From an optimization exercise on the open Yosys and OpenROAD flow, aimed at small area; shortcuts taken in it are not production practice. Function was checked by simulation only, so behaviour that the tests miss may differ from the original. Power figures rest on the tool's default switching activity, not on a simulated workload.

$ cat flow/config.mk
export PLATFORM = sky130hd
export DESIGN_NAME = RISC
export DESIGN_NICKNAME = RISC
export VERILOG_FILES = /design/flow/design.v
export SDC_FILE = /design/flow/constraint.sdc
export NUM_CORES = 4
export LEC_CHECK = 0
export CAP_MARGIN = 20
export CORE_MARGIN = 2
export CORE_UTILIZATION = 45
export PLACE_DENSITY = 0.6
export SLEW_MARGIN = 20
$ cat flow/constraint.sdc
create_clock -name core_clock -period 7.5 [get_ports {clk}]
set_input_delay 1.5000 -clock core_clock [delete_from_list [all_inputs] [get_ports {clk}]]
set_output_delay 1.5000 -clock core_clock [all_outputs]
set_load 0.01 [all_outputs]
$ cat flow/design.v
`timescale 1ns / 1ps
module NegEdgeBuffer32(
    input clk,
    input rst,
    input [31:0] In,
    output reg [31:0] Out
    );
	always @(posedge clk) begin
		if (rst) Out <= 0;
		else Out <= In;
	end
endmodule
`timescale 1ns / 1ps
module NegEdgeBuffer1(
    input clk,
    input rst,
    input In,
    output reg Out
    );
	always @(posedge clk) begin
		if (rst) Out <= 0;
		else Out <= In;
	end
endmodule
`timescale 1ns / 1ps
module NegEdgeBuffer2(
    input clk,
    input rst,
    input [1:0] In,
    output reg [1:0] Out
    );
	always @(posedge clk) begin
		if (rst) Out <= 0;
		else Out <= In;
	end
endmodule
`timescale 1ns / 1ps
module NegEdgeBuffer5(
    input clk,
    input rst,
    input [4:0] In,
    output reg [4:0] Out
    );
	always @(posedge clk) begin
		if (rst) Out <= 0;
		else Out <= In;
	end
endmodule
`timescale 1ns / 1ps
module MUX4(
    input [1:0] select,
    input [BITS-1:0] in1,
    input [BITS-1:0] in2,
    input [BITS-1:0] in3,
    input [BITS-1:0] in4,
    output wire [BITS-1:0] out
    );
	 parameter BITS = 32;
	 assign out = (select == 0) ? in1 :  
					  (select == 1) ? in2 :  
					  (select == 2) ? in3 :  
					  in4;
endmodule
`timescale 1ns / 1ps
module MUX2(
    input select,
    input [BITS-1:0] in1,
    input [BITS-1:0] in2,
    output wire [BITS-1:0] out
    );
	 parameter BITS = 32;
	 assign out = (select == 0) ? in1 :  
					  in2;  
endmodule
`timescale 1ns / 1ps
module Adder(
    input [31:0] A,
    input [31:0] B,
    output [31:0] C
    );
	 assign C = A+B;
endmodule
`timescale 1ns / 1ps
module BarrelShifter32(
    input [4:0] SH,
    input LR,
    input [31:0] Input,
    output wire [31:0] Output
    );
	assign Output = LR ? (Input << SH) : (Input >> SH);
endmodule
`timescale 1ns / 1ps
module ALU(
    input [4:0] Select,
    input [BITS-1:0] A,
    input [BITS-1:0] B,
    output wire [BITS-1:0] Out,
	 output wire statV,
    output wire Cout,
	 output reg shift,  
	 output reg LR
    );
	 parameter BITS = 32;
	 reg Cout_;
	 reg [BITS-1:0] Out_;
	 reg statV_;
	 assign Out = Out_;
	 assign Cout= Cout_;
	 assign statV=statV_;
	 always @(*) begin
		shift=0;
		LR=0;
		{Cout_, Out_} = 0;
		statV_ = 0;
		case(Select)
			5'b00000: 	{Cout_, Out_} = {1'b0, A};		 
			5'b00010: 	{Cout_, Out_} = A+B;			 
			5'b00101: 	{Cout_, Out_} = A+{1'b0,~B}+1;	 
			5'b00111: 	{Cout_, Out_} = A+{1'b0,~B}+1;	 
			5'b01000: 	{Cout_, Out_} = {1'b0, A&B};	 
			5'b01010: 	{Cout_, Out_} = {1'b0, A|B};	 
			5'b01100: 	{Cout_, Out_} = {1'b0, A^B};	 
			5'b01110: 	{Cout_, Out_} = {1'b0, ~A};		 
			5'b10100:	begin shift=1; LR=1; end			 
			5'b11000:	begin shift=1; LR=0; end			 
			default: ;
		endcase
		if(Select == 5'b00010)
			statV_ = (A[BITS-1] == B[BITS-1]) && (Out_[BITS-1] != A[BITS-1]);
		else if(Select == 5'b00101 || Select == 5'b00111)
			statV_ = (A[BITS-1] != B[BITS-1]) && (Out_[BITS-1] != A[BITS-1]);
	 end
endmodule
`timescale 1ns / 1ps
module FunctionUnit(
    input [BITS-1:0] A,
    input [BITS-1:0] B,
    input [4:0] FS,  
	 input [4:0] SH,  
    output wire statC,
    output wire statN,
    output wire statV,
    output wire statZ,
	 output wire [BITS-1:0] Out
    );
	parameter BITS = 32;
	assign statZ = (Out == 0);
	assign statN = Out[BITS-1];  
	wire [BITS-1:0] aluOut, ShiftOut;
	wire LR, shift;
	defparam alu1.BITS = BITS;
	ALU alu1(FS, A, B, aluOut, statV, statC, shift, LR);
	BarrelShifter32 bs1(SH, LR, A, ShiftOut);
	MUX2 muxF(shift, aluOut, ShiftOut, Out);
endmodule
`timescale 1ns / 1ps
module RegisterFile_32Bit(
	 input clk,
	 input rst,
    input Write,
    input [4:0] AddrA,
    input [4:0] AddrB,
    input [4:0] DestAddr,
    input [BITS-1:0] DestData,
    output wire [BITS-1:0] DataA,
    output wire [BITS-1:0] DataB
    );
	 parameter BITS = 32;
	 reg [BITS-1:0] Registers [31:0];
	 integer i;
	 assign DataA = (Write && DestAddr == AddrA) ? DestData : Registers[AddrA];
	 assign DataB = (Write && DestAddr == AddrB) ? DestData : Registers[AddrB];
	 always @(posedge clk) begin
		if(rst) begin
			for(i=0;i<32;i=i+1) Registers[i] <= 0;
		end else if(Write) begin
			Registers[DestAddr] <= DestData;
		end
	 end
endmodule
`timescale 1ns / 1ps
module InstructionDecoder(
    input [31:0] InputIR,
    output reg RW,	 
    output reg [1:0] MD,  
    output reg [1:0] BS,  
    output reg PS, 
    output reg MW,  
    output reg [4:0] FS,  
    output reg MA,  
    output reg MB,  
    output reg CS); 
	 wire [6:0] Select;
	 assign Select = InputIR[31:25];
	 always @(*) begin
		RW=0;
		MD=0;
		BS=0;
		PS=0;
		MW=0;
		FS=0;
		MA=0;
		MB=0;
		CS=0;
		case(InputIR[31:25])
			7'b0000000: begin		 
							RW=0;
							BS=0;
							MW=0;
						end
			7'b0000010: begin		 
							RW=1;
							MD=0;
							BS=0;
							MW=0;
							FS=2;
							MB=0;
							MA=0;
						end
			7'b0000101: begin		 
							RW=1;
							MD=0;
							BS=0;
							MW=0;
							FS=5;
							MB=0;
							MA=0;
						end
			7'b1100101: begin		 
							RW=1;
							MD=2;
							BS=0;
							MW=0;
							FS=5;
							MB=0;
							MA=0;
						end
			7'b0010000: begin		 
							RW=1;
							MD=0;
							BS=0;
							MW=0;
							FS=8;
							MB=0;
							MA=0;
						end
			7'b0001010: begin		 
							RW=1;
							MD=0;
							BS=0;
							MW=0;
							FS=10;
							MB=0;
							MA=0;
						end
			7'b0001100: begin		 
							RW=1;
							MD=0;
							BS=0;
							MW=0;
							FS=12;
							MB=0;
							MA=0;
						end
			7'b0000001: begin		 
							RW=0;
							MD=0;
							BS=0;
							MW=1;
							MB=0;
							MA=0;
						end
			7'b0100001: begin		 
							RW=1;
							MD=1;
							BS=0;
							MW=0;
							MA=0;
						end
			7'b0100010: begin		 
							RW=1;
							MD=0;
							BS=0;
							MW=0;
							FS=2;
							MB=1;
							MA=0;
							CS=1;
						end
			7'b0100101: begin		 
							RW=1;
							MD=0;
							BS=0;
							MW=0;
							FS=5;
							MB=1;
							MA=0;
							CS=1;
						end
			7'b0101110: begin		 
							RW=1;
							MD=0;
							BS=0;
							MW=0;
							FS=14;
							MB=0;
							MA=0;
						end
			7'b0101000: begin		 
							RW=1;
							MD=0;
							BS=0;
							MW=0;
							FS=8;
							MB=1;
							MA=0;
							CS=0;
						end
			7'b0101010: begin		 
							RW=1;
							MD=0;
							BS=0;
							MW=0;
							FS=10;
							MB=1;
							MA=0;
							CS=0;
						end
			7'b0101100: begin		 
							RW=1;
							MD=0;
							BS=0;
							MW=0;
							FS=12;
							MB=1;
							MA=0;
							CS=0;
						end
			7'b1100010: begin		 
							RW=1;
							MD=0;
							BS=0;
							MW=0;
							FS=2;
							MB=1;
							MA=0;
							CS=0;
						end
			7'b1000101: begin		 
							RW=1;
							MD=0;
							BS=0;
							MW=0;
							FS=5;
							MB=1;
							MA=0;
							CS=0;
						end
			7'b1000000: begin		 
							RW=1;
							MD=0;
							BS=0;
							MW=0;
							FS=0;
							MA=0;
						end
			7'b0110000: begin		 
							RW=1;
							MD=0;
							BS=0;
							MW=0;
							FS=20;
							MA=0;
						end
			7'b0110001: begin		 
							RW=1;
							MD=0;
							BS=0;
							MW=0;
							FS=24;
							MA=0;
						end
			7'b1100001: begin		 
							RW=0;
							BS=2;
							MW=0;
							FS=0;
						end
			7'b0100000: begin		 
							RW=0;
							BS=1;
							PS=0;
							MW=0;
							FS=0;
							MB=1;
							MA=0;
							CS=1;
						end
			7'b1100000: begin		 
							RW=0;
							BS=1;
							PS=1;
							MW=0;
							FS=0;
							MB=1;
							MA=0;
							CS=1;
						end
			7'b0000111: begin		 
							RW=0;
							BS=3;
							MW=0;
							MB=1;
							CS=1;
						end
			7'b1100000: begin		 
							RW=1;
							MD=0;
							BS=3;
							MW=0;
							FS=7;
							MB=1;
							MA=1;
							CS=1;
						end
		endcase
	 end
endmodule
`timescale 1ns / 1ps
module RISC(
	input clk,
	input rst,
	output [31:0] imem_addr,
	input  [31:0] imem_rdata,
	output        dmem_we,
	output [31:0] dmem_addr,
	output [31:0] dmem_wdata,
	input  [31:0] dmem_rdata
	);
	wire [31:0] PC;
	wire [1:0] PCSelect;
	wire [31:0] PC_IF, IR;
	wire [31:0] IR_DOF, PC_DOF, DecBusA, DecBusB, RAA, MBd, MbConstIM;
	wire [4:0] RegA, RegB, RegD;
	wire RW, PS, MW, MA, MB, CS;
	wire [1:0] BS, MD;
	wire [4:0] FS, SH;
	wire [31:0] PC_EX, RAA_EX, MBd_EX, BrA;
	wire [4:0] FS_EX, SH_EX, DA_EX;
	wire [1:0] MD_EX, BS_EX;
	wire RW_EX, MW_EX, PS_EX, Z, C, N, V;
	wire [31:0] MemDataOut, FuncOut;
	wire CompBA_EX, CompAA_EX, HA, HB;
	wire [31:0] MDOut2;
	wire [31:0] FO_WB, MEM_WB;
	wire [4:0] DA_WB;
	wire [1:0] MD_WB;
	wire RW_WB, NV_WB;
	wire [31:0] MDOut;
	assign PCSelect = {{BS_EX[1]}, {BS_EX[0] & (BS_EX[1] | (PS_EX^Z))}};
	MUX4 mC(PCSelect, PC_IF+32'd1, BrA, RAA_EX, BrA, PC);  
	 NegEdgeBuffer32 pcif(clk, rst, PC, PC_IF);
	 assign imem_addr = PC_IF;
	 assign IR = imem_rdata;
	 NegEdgeBuffer32 pcdof(clk, rst, PC_IF+32'd1, PC_DOF);
	 NegEdgeBuffer32 irdof(clk, rst, IR, IR_DOF);
	 assign RegA = IR_DOF[19:15];
	 assign RegB = IR_DOF[14:10];
	 assign RegD = IR_DOF[24:20];
	 assign SH = IR_DOF[4:0];
	 assign MbConstIM = CS ? {{17{IR_DOF[14]}}, IR_DOF[14:0]} : {17'b0, IR_DOF[14:0]};
	 InstructionDecoder id1(IR_DOF, RW, MD, BS, PS, MW, FS, MA, MB, CS);
	 RegisterFile_32Bit RegFile(clk, rst, RW_WB, RegA, RegB, DA_WB, MDOut, DecBusA, DecBusB);
	 MUX4 mA({{HA},{MA}}, DecBusA, PC_DOF, MDOut2, 32'd0, RAA);  
	 MUX4 mB({{HB},{MB}}, DecBusB, MbConstIM, MDOut2, 32'd0, MBd);  
	 assign CompAA_EX = (RegA == DA_EX);
	 assign CompBA_EX = (RegB == DA_EX);
	 assign HA = CompAA_EX && ~MA && RW_EX;
	 assign HB = CompBA_EX && ~MB && RW_EX;
	 MUX4 mD2(MD_EX, FuncOut, MemDataOut, {{31'b0000000000000000000000000000000},{N^V}}, 32'd0, MDOut2);  
	 NegEdgeBuffer32 pcex(clk, rst, PC_DOF, PC_EX);
	 NegEdgeBuffer1  rwex(clk, rst, RW, RW_EX);
	 NegEdgeBuffer5  daex(clk, rst, RegD, DA_EX);
	 NegEdgeBuffer2  mdex(clk, rst, MD, MD_EX);
	 NegEdgeBuffer2  bsex(clk, rst, BS, BS_EX);
	 NegEdgeBuffer1  psex(clk, rst, PS, PS_EX);
	 NegEdgeBuffer1  mwex(clk, rst, MW, MW_EX);
	 NegEdgeBuffer5  fsex(clk, rst, FS, FS_EX);
	 NegEdgeBuffer5  shex(clk, rst, SH, SH_EX);
	 NegEdgeBuffer32 busaex(clk, rst, RAA, RAA_EX);
	 NegEdgeBuffer32 busbex(clk, rst, MBd, MBd_EX);
	 assign dmem_we = MW_EX;
	 assign dmem_addr = RAA_EX;
	 assign dmem_wdata = MBd_EX;
	 assign MemDataOut = dmem_rdata;
	 FunctionUnit fu1(RAA_EX, MBd_EX, FS_EX, SH_EX, C, N, V, Z, FuncOut);
	 Adder add1(PC_EX, MBd_EX, BrA);
	 NegEdgeBuffer1  rwWB(clk, rst, RW_EX, RW_WB);
	 NegEdgeBuffer5  daWB(clk, rst, DA_EX, DA_WB);  
	 NegEdgeBuffer1  NVWB(clk, rst, (N^V), NV_WB);
	 NegEdgeBuffer32 FOWB(clk, rst, FuncOut, FO_WB);
	 NegEdgeBuffer32 memWB(clk, rst, MemDataOut, MEM_WB);
	 NegEdgeBuffer2  mdwb(clk, rst, MD_EX, MD_WB);
	 MUX4 mD(MD_WB, FO_WB, MEM_WB, {{31'b0000000000000000000000000000000},{NV_WB}}, 32'd0, MDOut);  
endmodule
$ cat flow/run.sh
#!/bin/bash
# synth_recipe.tcl (not shown) runs the flow's synth.tcl, then flattens the netlist and writes it again
# the make line also repeats each setting of config.mk as NAME=value (left out here)
make -C /OpenROAD-flow-scripts/flow DESIGN_CONFIG=/design/flow/config.mk WORK_HOME=/design/flow/orfs CLKGATE_MAP_FILE= SYNTH_SCRIPT=/design/flow/synth_recipe.tcl finish
==> run notes <==
# TYPE chip_impl_metric gauge
chip_impl_metric{name="static-leakage-power",unit="nW"} 28.3
chip_impl_info{name="timing.critical_path.from",value="busaex.Out[14]"} 1
chip_impl_info{name="min_delay_startpoint",value="pcdof.Out[25]"} 1
chip_impl_metric{name="finalHoldViolations",unit=""} 0
chip_impl_metric{name="cp_data_required_time",unit="ns"} 8.21
chip_impl_metric{name="post-route-drc-count",unit=""} 0
chip_impl_info{name="cts_tree",value="done"} 1
chip_impl_metric{name="final_core_util",unit="%"} 50.5
chip_impl_info{name="hp-class",value="flip-flop to flip-flop"} 1
chip_impl_metric{name="final_net_count",unit=""} 6421
chip_impl_metric{name="routed_wirelength",unit="um"} 323000
chip_impl_metric{name="cts_post_setup_buffers_inserted",unit=""} 0
chip_impl_metric{name="yosysSeqAreaShare",unit="%"} 48.2
chip_impl_info{name="r2r_start",value="busaex.Out[14]"} 1
chip_impl_metric{name="finalClockSkew",unit="ns"} 0.0277
chip_impl_metric{name="global_route_usage_over_all_layers",unit="%"} 37.2
chip_impl_metric{name="post_cts.resized_instances",unit=""} 0
chip_impl_info{name="outcome",value="no timing/DRC/antenna violations"} 1
chip_impl_metric{name="swShare",unit="%"} 29.7
chip_impl_metric{name="number_of_global_route_vias_before_repair",unit=""} 57300
chip_impl_metric{name="worst_setup_hold_path_clk_slew",unit="ns"} 0.06
chip_impl_metric{name="peakVddDrop",unit="uV"} 285
chip_impl_metric{name="vias_per_cell",unit=""} 6.83
chip_impl_metric{name="grt_max_degree",unit=""} 133
chip_impl_metric{name="fin_crit",unit="ns"} 7.13
chip_impl_info{name="kind_of_critical_path",value="flip-flop to flip-flop"} 1
chip_impl_metric{name="max-cap-violations",unit=""} 0
chip_impl_metric{name="dieArea",unit="um^2"} 172000
chip_impl_metric{name="portBuffers",unit=""} 162
chip_impl_info{name="synth-main-ff-cell",value="sky130_fd_sc_hd__edfxtp_1"} 1
chip_impl_metric{name="drv_slew",unit=""} 0
chip_impl_metric{name="timing.critical_path.arrival",unit="ns"} 7.85
chip_impl_metric{name="areaGrowthSynthToFinish",unit="%"} 11.5
chip_impl_metric{name="timing.critical_path.fanout_max",unit=""} 17
chip_impl_metric{name="synth-seq-cells",unit=""} 1311
chip_impl_metric{name="async_reset_ff_share",unit="%"} 0
chip_impl_metric{name="globalRouteOverflowTotal",unit=""} 0
chip_impl_metric{name="fp.dieH",unit="um"} 414
chip_impl_metric{name="fp.dieW",unit="um"} 414
chip_impl_info{name="clock-root-buffer",value="sky130_fd_sc_hd__clkbuf_16"} 1
chip_impl_metric{name="avgSynthCellArea",unit="um^2"} 11.9
chip_impl_info{name="commonest_cells_in_the_netlist",value="sky130_fd_sc_hd__nor2_1 (1402), sky130_fd_sc_hd__edfxtp_1 (1024), sky130_fd_sc_hd__mux4_2 (683)"} 1
chip_impl_metric{name="clock_path_buffers",unit=""} 3
chip_impl_metric{name="first_iter_violations",unit=""} 8148
chip_impl_metric{name="max_stage_delay",unit="ns"} 0.80
chip_impl_metric{name="cts_htree_levels",unit=""} 4
chip_impl_metric{name="worst_slew_margin_rel",unit="%"} 16.9
chip_impl_metric{name="netlist.area_leader.share",unit="%"} 40.6
chip_impl_info{name="cp_slowest_cell",value="sky130_fd_sc_hd__a211oi_1"} 1
chip_impl_metric{name="worstMarginPinSlew",unit="ns"} 1.24
chip_impl_metric{name="power.switching",unit="W"} 0.00575
chip_impl_metric{name="dp_hpwl",unit="um"} 208000
chip_impl_metric{name="gp_congestion",unit=""} 1.04
chip_impl_metric{name="post_synth_instance_area",unit="um^2"} 75800
chip_impl_metric{name="syn-num-nets",unit=""} 6547
chip_impl_metric{name="worst_skew_pair.late_latency",unit="ns"} 0.84
chip_impl_metric{name="core-area",unit="um^2"} 167000
chip_impl_info{name="cp_cell_sequence",value="buf_4, inv_1, ha_1, or4_1, nand2b_1, a211oi_1, nor3_1, o211ai_1, o2111ai_1, o22ai_1, nor4b_2, nand4_1, nor4_4, mux2i_2, buf_4, nand2_4, mux2_4"} 1
chip_impl_metric{name="setup-violations-final",unit=""} 0
chip_impl_metric{name="antenna_left",unit=""} 0
chip_impl_metric{name="drt_pass1_iterations",unit=""} 6
chip_impl_metric{name="detail_route.wl_per_cell",unit="um"} 37.7
chip_impl_metric{name="cts_inserted_buffers",unit=""} 150
chip_impl_metric{name="num_io_pins",unit=""} 163
chip_impl_metric{name="synth_cells",unit=""} 6342
chip_impl_info{name="post-synth-top-count-cell",value="sky130_fd_sc_hd__nor2_1"} 1
chip_impl_metric{name="grt_first_pass_wirelength",unit="um"} 448000
chip_impl_info{name="worst_path_dominant_cell_family",value="simple AND/OR/NAND/NOR gates"} 1
chip_impl_info{name="grt_setup_unrepaired",value="false"} 1
chip_impl_info{name="setup.worst_path.end_class",value="flip-flop"} 1
chip_impl_metric{name="final.setup.tns",unit="ns"} 0
chip_impl_metric{name="num_vias",unit=""} 58400
chip_impl_info{name="critical_path.startpoint_type",value="flip-flop"} 1
chip_impl_metric{name="cellInternalPower",unit="W"} 0.0136
chip_impl_metric{name="placement_rows",unit=""} 150
chip_impl_metric{name="antenna_found_initial",unit=""} 9
chip_impl_metric{name="clkPwrFrac",unit="%"} 38.5
chip_impl_info{name="crit_top_cell",value="sky130_fd_sc_hd__buf_4"} 1
chip_impl_metric{name="synth.yosys.warnings",unit=""} 7
chip_impl_metric{name="path_buf_inv",unit=""} 3
chip_impl_metric{name="p_comb_share",unit="%"} 18.2
chip_impl_metric{name="fraction_of_layout_cells_with_a_size_suffix_above_1",unit="%"} 21.4
chip_impl_metric{name="count_of_cell_types_in_the_netlist",unit=""} 100
chip_impl_info{name="synth_largest_area_cell",value="sky130_fd_sc_hd__edfxtp_1"} 1
chip_impl_info{name="synth.top_cells.by_area",value="sky130_fd_sc_hd__edfxtp_1 (41%), sky130_fd_sc_hd__mux4_2 (20%), sky130_fd_sc_hd__dfxtp_1 (7.6%)"} 1
chip_impl_metric{name="cts.sink_count",unit=""} 1311
chip_impl_metric{name="cts.hold.buffers_added",unit=""} 0
chip_impl_metric{name="final_min_period_over_clock_period",unit="%"} 95.1
chip_impl_metric{name="maximum_clock_frequency",unit="GHz"} 0.140
chip_impl_metric{name="p_per_area",unit="nW/um^2"} 229
chip_impl_metric{name="sequentialPowerShare",unit="%"} 43.3
chip_impl_metric{name="initial_core_util",unit="%"} 45.3
chip_impl_metric{name="hold_ws",unit="ns"} 0.434
chip_impl_metric{name="synth-edff-count",unit=""} 1024
power groups by stage:
stage	sequential [W]	clock [W]	combinational, W
after floorplan	0.00837	0	0.00213
after global placement	0.00851	0	0.00342
after detailed placement	0.00853	0	0.00340
after CTS	0.00838	0.00752	0.00341
after global routing	0.00841	0.00778	0.00363
final	0.00839	0.00746	0.00352
cell families (layout without fill, tap and decap cells):
kind of cell    after synthesis  count (layout)  synth area share (%)
flops                      1311            1311                  48.2
compound gates              890             890                  8.01
other cells                   0               9                     0
simple gates               2255            2255                  13.1
mux                         902             902                  23.4
buf+inv                     758             753                  4.00
xor+xnor                     87              87                  1.01
fa+ha+maj                   139             139                  2.33
routing by layer:
metal | vias up | GRT usage (%) | wire (um)
li1 | 23600 | - | -
met1 | 29700 | 45.1 | 111000
met2 | 4050 | 59.3 | 151000
met3 | 1061 | 8.22 | 34500
met4 | 6 | 25.6 | 26300
met5 | - | 0 | 38
path summary, 6_finish.rpt:
check,cells after the start,slack [ns],end
min,1,0.43,pcex.Out[25]
max,17,0.37,pcif.Out[21]
min reg2reg,1,0.43,pcex.Out[25]
max reg2reg,17,0.37,pcif.Out[21]
metrics by stage:
stage / cell area (um^2) / total power [W] / setup WS (ns) / instances
2_1_floorplan: 75800 / 0.0105 / 2.58 / 6342
3_3_place_gp: 79500 / 0.0119 / 0.667 / 8267
3_5_place_dp: 79500 / 0.0119 / 0.677 / 8267
4_1_cts: 84400 / 0.0193 / 0.680 / 8540
5_1_grt: 84400 / 0.0198 / 0.428 / 8545
6_report: 84400 / 0.0194 / 0.367 / 8550
placed cells by master (no fill, tap or decap), types with 19 or more instances in the layout:
| master | instances |
|---|---|
| sky130_fd_sc_hd__nand2b_1 | 36 |
| sky130_fd_sc_hd__o22ai_1 | 32 |
| sky130_fd_sc_hd__nor4_1 | 28 |
| sky130_fd_sc_hd__mux2_2 | 76 |
| sky130_fd_sc_hd__a21o_1 | 27 |
| sky130_fd_sc_hd__a211oi_1 | 113 |
| sky130_fd_sc_hd__xnor2_1 | 35 |
| sky130_fd_sc_hd__nand3_1 | 66 |
| sky130_fd_sc_hd__or3_1 | 19 |
| sky130_fd_sc_hd__clkinv_1 | 27 |
| sky130_fd_sc_hd__clkdlybuf4s50_1 | 161 |
| sky130_fd_sc_hd__buf_4 | 179 |
| sky130_fd_sc_hd__nand2_1 | 192 |
| sky130_fd_sc_hd__or2_2 | 48 |
| sky130_fd_sc_hd__nand4_1 | 29 |
| sky130_fd_sc_hd__and3_1 | 26 |
| sky130_fd_sc_hd__clkinv_2 | 21 |
| sky130_fd_sc_hd__nor2b_1 | 167 |
| sky130_fd_sc_hd__xor2_1 | 51 |
| sky130_fd_sc_hd__mux2i_1 | 138 |
| sky130_fd_sc_hd__a21oi_1 | 250 |
| sky130_fd_sc_hd__and2_1 | 19 |
| sky130_fd_sc_hd__o21ai_0 | 103 |
| sky130_fd_sc_hd__clkbuf_1 | 35 |
| sky130_fd_sc_hd__clkbuf_16 | 152 |
| sky130_fd_sc_hd__nor2_1 | 1398 |
| sky130_fd_sc_hd__a31oi_1 | 33 |
| sky130_fd_sc_hd__edfxtp_1 | 1024 |
| sky130_fd_sc_hd__inv_1 | 119 |
| sky130_fd_sc_hd__o31ai_1 | 21 |
| sky130_fd_sc_hd__mux4_2 | 683 |
| sky130_fd_sc_hd__nand2_2 | 64 |
| sky130_fd_sc_hd__dfxtp_1 | 271 |
| sky130_fd_sc_hd__ha_1 | 136 |
| sky130_fd_sc_hd__nor3_1 | 83 |
| sky130_fd_sc_hd__a221oi_1 | 32 |
| sky130_fd_sc_hd__o211ai_1 | 47 |
state kept, by name (all words and copies together) (netlist names), 2 cells and up:
| name | count |
|---|---|
| memWB.Out | 32 |
| mdex.Out | 2 |
| irdof.Out | 32 |
| busbex.Out | 32 |
| daWB.Out | 5 |
| bsex.Out | 2 |
| fsex.Out | 5 |
| FOWB.Out | 32 |
| RegFile.Registers | 1024 |
| busaex.Out | 32 |
| shex.Out | 5 |
| pcif.Out | 32 |
| pcdof.Out | 32 |
| mdwb.Out | 2 |
| pcex.Out | 32 |
| daex.Out | 5 |
worst reg2reg max path, cell delays in order (launching register included):
cell and delay [ns]:
sky130_fd_sc_hd__dfxtp_1 0.30, sky130_fd_sc_hd__buf_4 0.29, sky130_fd_sc_hd__inv_1 0.29, sky130_fd_sc_hd__ha_1 0.58
sky130_fd_sc_hd__or4_1 0.62, sky130_fd_sc_hd__nand2b_1 0.18, sky130_fd_sc_hd__a211oi_1 0.80, sky130_fd_sc_hd__nor3_1 0.26
sky130_fd_sc_hd__o211ai_1 0.27, sky130_fd_sc_hd__o2111ai_1 0.14, sky130_fd_sc_hd__o22ai_1 0.69, sky130_fd_sc_hd__nor4b_2 0.78
sky130_fd_sc_hd__nand4_1 0.27, sky130_fd_sc_hd__nor4_4 0.55, sky130_fd_sc_hd__mux2i_2 0.26, sky130_fd_sc_hd__buf_4 0.20
sky130_fd_sc_hd__nand2_4 0.19, sky130_fd_sc_hd__mux2_4 0.37
area by class of cell:
type                    count  area, um^2
fillers                 14600       82800
flip-flops and latches   1311       36500
multi-input cells        4273       36500
clock buffers             190        3980
repair buffers            357        3280
well taps                2204        2760
clock inverters            83         902
inverters                 123         462
diodes                      9        22.5

static timing again, ports no longer ideal:
The results above use ideal ports. As a check the final layout listed here was re-extracted and re-timed, cells and wires unchanged.
Step 1: set_driving_cell puts a clkbuf_16 on clk and a buf_2 on each other input, an assumption about the parent block.
Step 2, shift: input delay + t, output delay - t, t = (earliest + latest rising clock arrival at the registers) / 2. This alone moves slack from input paths to output paths.
a / b / c = no drivers / after step 1 / after step 2; a / b = the first two.
t (ns): 0.915
setup WS [ns]: 0.367 / 0.367 / 0.367
slew at the worst register clock pin (ns): 0.07 / 0.07
pins driven straight from the clock port: 1
After both steps setup and hold are still met in this run. For this run, drivers alone change the setup slack by 0.000 ns; drivers and shift together by 0.000 ns.
